This is an optimization exercise on Yosys and OpenROAD, whose aim is small area, a short achievable clock period and few clock cycles, not a production implementation. In this exercise RTL edits were held to simulation tests only and were not proved equivalent to the original.

==> inputs of tundra <==
==> flow/design.v (excerpt) <==
module PE (
	input clk,
	input rst,
	input PE_en,
	input [13-1:0] i_config,
	input [32-1:0] ifmap,
	input [32-1:0] filter,
	input [32-1:0] ipsum,
	input ifmap_valid,
	input filter_valid,
	input ipsum_valid,
	input opsum_ready,
	output reg [32-1:0] opsum,
	output reg ifmap_ready,
	output reg filter_ready,
	output reg ipsum_ready,
	output reg opsum_valid
);
==> flow/config.mk <==
export PLATFORM = sky130hd
export DESIGN_NAME = PE
export DESIGN_NICKNAME = PE
export VERILOG_FILES = /design/flow/design.v
export SDC_FILE = /design/flow/constraint.sdc
export NUM_CORES = 8
export LEC_CHECK = 0
export CAP_MARGIN = 20
export CORE_MARGIN = 2
export CORE_UTILIZATION = 40
export CTS_CLUSTER_DIAMETER = 80
export CTS_CLUSTER_SIZE = 30
export SLEW_MARGIN = 20
==> flow/constraint.sdc <==
create_clock -name core_clock -period 12.0 [get_ports {clk}]
set_input_delay 2.4000 -clock core_clock [delete_from_list [all_inputs] [get_ports {clk}]]
set_output_delay 2.4000 -clock core_clock [all_outputs]
set_load 0.01 [all_outputs]
standard.sh (not shown) runs the stock make flow with config.mk's settings and CLKGATE_MAP_FILE= SYNTH_SCRIPT=/design/flow/synth_recipe.tcl, a recipe that flattens the netlist after the stock synthesis.
==> flow/flow/run.sh <==
#!/bin/bash
# Layout flow: the standard synthesis, then a netlist pass (fapol.py) that
# re-polarises full adders to drop the inverters synthesis leaves between them,
# then the standard ORFS layout with repair_timing asked for extra setup margin.
set -euo pipefail
RES=$PWD/orfs/results/sky130hd/PE/base
LIB=$FLOW_HOME/platforms/sky130hd/lib/sky130_fd_sc_hd__tt_025C_1v80.lib
bash standard.sh synth > synth.log 2>&1
cp $RES/1_2_yosys.v $RES/1_2_yosys.orig.v
python3 flow/fapol.py $LIB $RES/1_2_yosys.orig.v $RES/1_2_yosys.v > fapol.log 2>&1
rm -f $RES/1_synth.odb
bash standard.sh SETUP_SLACK_MARGIN=8.6 TNS_END_PERCENT=100 'BUFFER_PORTS_ARGS=-buffer_cell sky130_fd_sc_hd__buf_2' finish > standard.log 2>&1
Other scripts of this flow, unchanged in this note and not shown: flow/flow/fapol.py
==> xenon (differences from tundra) <==
==> flow/flow/run.sh (replaced) <==
#!/bin/bash
# Layout flow: the standard synthesis, then a netlist pass (fapol.py) that
# re-polarises full adders to drop the inverters synthesis leaves between them,
# then the standard ORFS layout with repair_timing asked for extra setup margin.
set -euo pipefail
RES=$PWD/orfs/results/sky130hd/PE/base
LIB=$FLOW_HOME/platforms/sky130hd/lib/sky130_fd_sc_hd__tt_025C_1v80.lib
bash standard.sh synth > synth.log 2>&1
cp $RES/1_2_yosys.v $RES/1_2_yosys.orig.v
python3 flow/fapol.py $LIB $RES/1_2_yosys.orig.v $RES/1_2_yosys.v > fapol.log 2>&1
rm -f $RES/1_synth.odb
bash standard.sh SETUP_SLACK_MARGIN=8.4 TNS_END_PERCENT=100 'BUFFER_PORTS_ARGS=-buffer_cell sky130_fd_sc_hd__buf_2' finish > standard.log 2>&1
==> nickel (differences from tundra) <==
--- a/flow/design.v
+++ b/flow/design.v
@@ -31,73 +31,67 @@
 reg np;                             
 reg sfull, slast;                   
 reg [31:0] sk_o;
 wire o_take = !opsum_valid | opsum_ready;
 wire hasp = np;
 wire c_go = vB & hasp & !sfull;            
 wire adv = !vB | c_go;                     
 wire job_end = opsum_valid & opsum_ready & olast;
+reg [95:0] stg;                   
+reg stg_full;                     
+reg [1:0] stg_k;                  
 reg [95:0] R0, R1, R2, R3;
 reg [2:0] T0, T1, T2, T3;         
-reg [3:0] M;                      
 reg [2:0] kw;      
 reg [1:0] fr;      
 reg fdone;         
 wire e_dw = busy ? cdw : i_config[12];
 wire [1:0] e_rs = busy ? crs : i_config[11:10];
 wire [1:0] e_p = busy ? cp : i_config[8:7];
 wire f_rowlast = (fr == e_rs);
 wire f_last = f_rowlast & (kw[1:0] == e_p);
-wire f_keep = !e_dw | (kw == 3'd0);         
-wire f_store = f_fire & f_keep;
+wire f_store = f_fire & (!e_dw | (kw == 3'd0));
 wire f_done_one = f_store & f_rowlast;
-wire hold = cdw & T0[2];
-wire [2:0] tagc = {1'b1, kw[1:0]};
+wire ins_rule = cdw ? !T1[2] : ((stg_k == 2'd0) | (T0[2] & (T0[1:0] == stg_k - 2'd1)));
+wire ins = stg_full & ins_rule;
 always @(posedge clk) begin
-	R0[31:0] <= (f_store && fr == 2'd0) ? filter : (hold ? R0[31:0] : R1[31:0]);
-	R0[95:32] <= hold ? R0[95:32] : R1[95:32];
+	if (f_store && fr == 2'd0) stg[31:0] <= filter;
+	if (f_store && fr == 2'd1) stg[63:32] <= filter;
+	if (f_store && fr == 2'd2) stg[95:64] <= filter;
+	R0 <= ins ? stg : R1;
 	R1 <= R2;
-	R2[63:0] <= R3[63:0];
-	R2[95:64] <= (f_store && fr == 2'd2) ? filter : R3[95:64];
-	R3[31:0] <= R0[31:0];
-	R3[63:32] <= (f_store && fr == 2'd1) ? filter : R0[63:32];
-	R3[95:64] <= R0[95:64];
-end
-wire idle_n = (!busy & !PE_en) | job_end;
-wire [3:0] rotM = {M[0], M[3], M[2], M[1]};
-wire [3:0] M_n0 = idle_n ? 4'b0010 : rotM;
-wire [3:0] M_n1 = (f_keep & f_rowlast) ? M : rotM;
-wire [1:0] fr_n1 = f_rowlast ? 2'd0 : fr + 2'd1;
-wire [2:0] kw_n1 = kw + {2'b0, f_rowlast};
-wire pos_n0 = (fr == 2'd0 & M_n0[1]) | (fr == 2'd1 & M_n0[0]) | (fr == 2'd2 & M_n0[3]);
-wire pos_n1 = (fr_n1 == 2'd0 & M_n1[1]) | (fr_n1 == 2'd1 & M_n1[0]) | (fr_n1 == 2'd2 & M_n1[3]);
-wire rdy_n0 = !fdone & ((e_dw & (kw != 3'd0)) | pos_n0);
-wire rdy_n1 = !(fdone | f_last) & ((e_dw & (kw_n1 != 3'd0)) | pos_n1);
+	R2 <= R3;
+	R3 <= R0;
+end
+wire stg_full_next = f_done_one | (stg_full & !(ins & !cdw));
+wire [1:0] stg_k_next = f_done_one ? kw[1:0] : stg_k;
+wire [2:0] T0_next = ins ? {1'b1, stg_k} : T1;
+wire ins_next = stg_full_next & (cdw ? !T2[2] :
+	((stg_k_next == 2'd0) | (T0_next[2] & (T0_next[1:0] == stg_k_next - 2'd1))));
 wire fdone_next = fdone | (f_fire & f_last);
-wire [2:0] T0_next = hold ? T0 : T1;       
 always @(posedge clk or posedge rst) begin
 	if (rst) begin
-		kw <= 3'd0; fr <= 2'd0; fdone <= 1'b0; filter_ready <= 1'b0; M <= 4'b0010;
+		kw <= 3'd0; fr <= 2'd0; fdone <= 1'b0; filter_ready <= 1'b0;
+		stg_full <= 1'b0; stg_k <= 2'd0;
 		T0 <= 3'd0; T1 <= 3'd0; T2 <= 3'd0; T3 <= 3'd0;
 	end else if (job_end) begin
-		kw <= 3'd0; fr <= 2'd0; fdone <= 1'b0; filter_ready <= 1'b1; M <= 4'b0010;
+		kw <= 3'd0; fr <= 2'd0; fdone <= 1'b0; filter_ready <= 1'b1;
+		stg_full <= 1'b0; stg_k <= 2'd0;
 		T0 <= 3'd0; T1 <= 3'd0; T2 <= 3'd0; T3 <= 3'd0;
 	end else begin
 		if (f_fire) begin
-			fr <= fr_n1;
-			kw <= kw_n1;
+			fr <= f_rowlast ? 2'd0 : fr + 2'd1;
+			if (f_rowlast) kw <= kw + 3'd1;
 		end
 		fdone <= fdone_next;
-		M <= f_fire ? M_n1 : M_n0;
-		T0 <= (f_done_one && e_rs == 2'd0) ? tagc : T0_next;
-		T1 <= T2;
-		T2 <= (f_done_one && e_rs == 2'd2) ? tagc : T3;
-		T3 <= (f_done_one && e_rs == 2'd1) ? tagc : T0;
-		filter_ready <= f_fire ? rdy_n1 : rdy_n0;
+		stg_full <= stg_full_next;
+		stg_k <= stg_k_next;
+		T0 <= T0_next; T1 <= T2; T2 <= T3; T3 <= T0;
+		filter_ready <= !fdone_next & !(stg_full_next & !ins_next & !cdw);
 	end
 end
 reg [31:0] q0, q1, q2, q3;
 reg [2:0] nq;
 reg [4:0] ci;      
 reg [1:0] ki;      
 reg idone;         
 reg [11:0] xen;    
@@ -150,29 +144,29 @@
 always @(posedge clk or posedge rst) begin
 	if (rst) begin
 		np <= 1'b0; ipsum_ready <= 1'b0;
 	end else begin
 		np <= np_next;
 		ipsum_ready <= !np_next | c_go_next;
 	end
 end
-always @(posedge clk) begin
-	if (PE_en && !busy) begin
-		cdw <= i_config[12]; crs <= i_config[11:10]; cst <= i_config[9];
-		cp <= i_config[8:7]; ccol <= i_config[6:2]; cq <= i_config[1:0];
-	end
-	xen <= xen_n; dwl <= dwl_n; lm <= xen_n & {3{dwl_n}};
-end
 always @(posedge clk or posedge rst) begin
 	if (rst) begin
 		busy <= 1'b0;
+		cdw <= 1'b0; crs <= 2'd0; cst <= 1'b0; cp <= 2'd0; ccol <= 5'd0; cq <= 2'd0;
 		ci <= 5'd0; ki <= 2'd0; idone <= 1'b0;
+		xen <= 12'd0; dwl <= 4'd0; lm <= 12'd0;
 	end else begin
-		if (PE_en && !busy) busy <= 1'b1;
+		if (PE_en && !busy) begin
+			busy <= 1'b1;
+			cdw <= i_config[12]; crs <= i_config[11:10]; cst <= i_config[9];
+			cp <= i_config[8:7]; ccol <= i_config[6:2]; cq <= i_config[1:0];
+		end
+		xen <= xen_n; dwl <= dwl_n; lm <= xen_n & {3{dwl_n}};
 		if (job_end) begin
 			busy <= 1'b0; ci <= 5'd0; ki <= 2'd0; idone <= 1'b0;
 		end else if (issue) begin
 			if (last_in_col) begin
 				ki <= 2'd0;
 				if (last_col) idone <= 1'b1; else ci <= ci + 5'd1;
 			end else begin
 				ki <= ki + 2'd1;
==> flow/flow/run.sh (replaced) <==
#!/bin/bash
# Layout flow: the standard synthesis, then a netlist pass (fapol.py) that
# re-polarises full adders to drop the inverters synthesis leaves between them,
# then the standard ORFS layout with repair_timing asked for extra setup margin.
set -euo pipefail
RES=$PWD/orfs/results/sky130hd/PE/base
LIB=$FLOW_HOME/platforms/sky130hd/lib/sky130_fd_sc_hd__tt_025C_1v80.lib
bash standard.sh synth > synth.log 2>&1
cp $RES/1_2_yosys.v $RES/1_2_yosys.orig.v
python3 flow/fapol.py $LIB $RES/1_2_yosys.orig.v $RES/1_2_yosys.v > fapol.log 2>&1
rm -f $RES/1_synth.odb
bash standard.sh SETUP_SLACK_MARGIN=8.4 TNS_END_PERCENT=100 'BUFFER_PORTS_ARGS=-buffer_cell sky130_fd_sc_hd__buf_2' finish > standard.log 2>&1
==> flow/config.mk (replaced) <==
export PLATFORM = sky130hd
export DESIGN_NAME = PE
export DESIGN_NICKNAME = PE
export VERILOG_FILES = /design/flow/design.v
export SDC_FILE = /design/flow/constraint.sdc
export NUM_CORES = 8
export LEC_CHECK = 0
export CAP_MARGIN = 20
export CORE_MARGIN = 2
export CORE_UTILIZATION = 40
export CTS_CLUSTER_DIAMETER = 60
export CTS_CLUSTER_SIZE = 20
export SLEW_MARGIN = 20
==> comparison <==
tundra finished with timing, DRC and antenna clean. xenon produced a clean layout. nickel ran to the end with no violations. Between tundra and xenon, the lower maximum frequency is in tundra (gap about 0.54%, measured against xenon). Against nickel, the flip-flop and latch count of tundra is lower by 95. The highest core utilization belongs to tundra, the lowest to xenon. Between tundra and nickel, the lower global-route usage is in nickel (gap 0.90 points). Worst hold slack: xenon > nickel > tundra. The lowest cell count belongs to xenon, the highest to nickel. Against xenon, the register-to-register slack of tundra is worse by 20 ps. Of tundra and xenon, tundra has the higher via count (gap about 4%, measured against xenon). Non-clock buffer count, lowest first: xenon, nickel, tundra.
Testbench counts of tundra, summed over its fixed seeds: cycles 10,064.
Testbench counts of xenon, summed over its fixed seeds: cycles 10,064.
Testbench counts of nickel, summed over its fixed seeds: cycles 10,032.

==> port drivers added, routing unchanged <==
Ports are ideal in the flow. The routed layouts listed here were re-timed in OpenROAD.
Step 1 sets driving cells, clkbuf_16 on the clock port and buf_2 on the other inputs (assumed; they add their load-dependent delay and slew).
Step 2 also shifts input and output timing later by t, the mid clock arrival at the registers, as if the neighbouring blocks saw the same clock.
Three values: no drivers, after step 1, after step 2; two values: the first two.
run	t, ns	setup slack, ns	hold slack, ns	worst setup path after step 2	pins driven straight from the clock port
tundra	0.726	8.294 / 8.285 / 7.879	0.295 / 0.295 / 0.295	input to register	1
xenon	0.738	8.314 / 8.285 / 7.760	0.319 / 0.319 / 0.319	input to register	1
nickel	0.788	8.287 / 8.244 / 7.694	0.314 / 0.314 / 0.314	input to register	1
After both steps setup and hold are still met in every run listed. For nickel, which loses most, drivers alone change the setup slack by -0.043 ns; drivers and shift together by -0.593 ns.
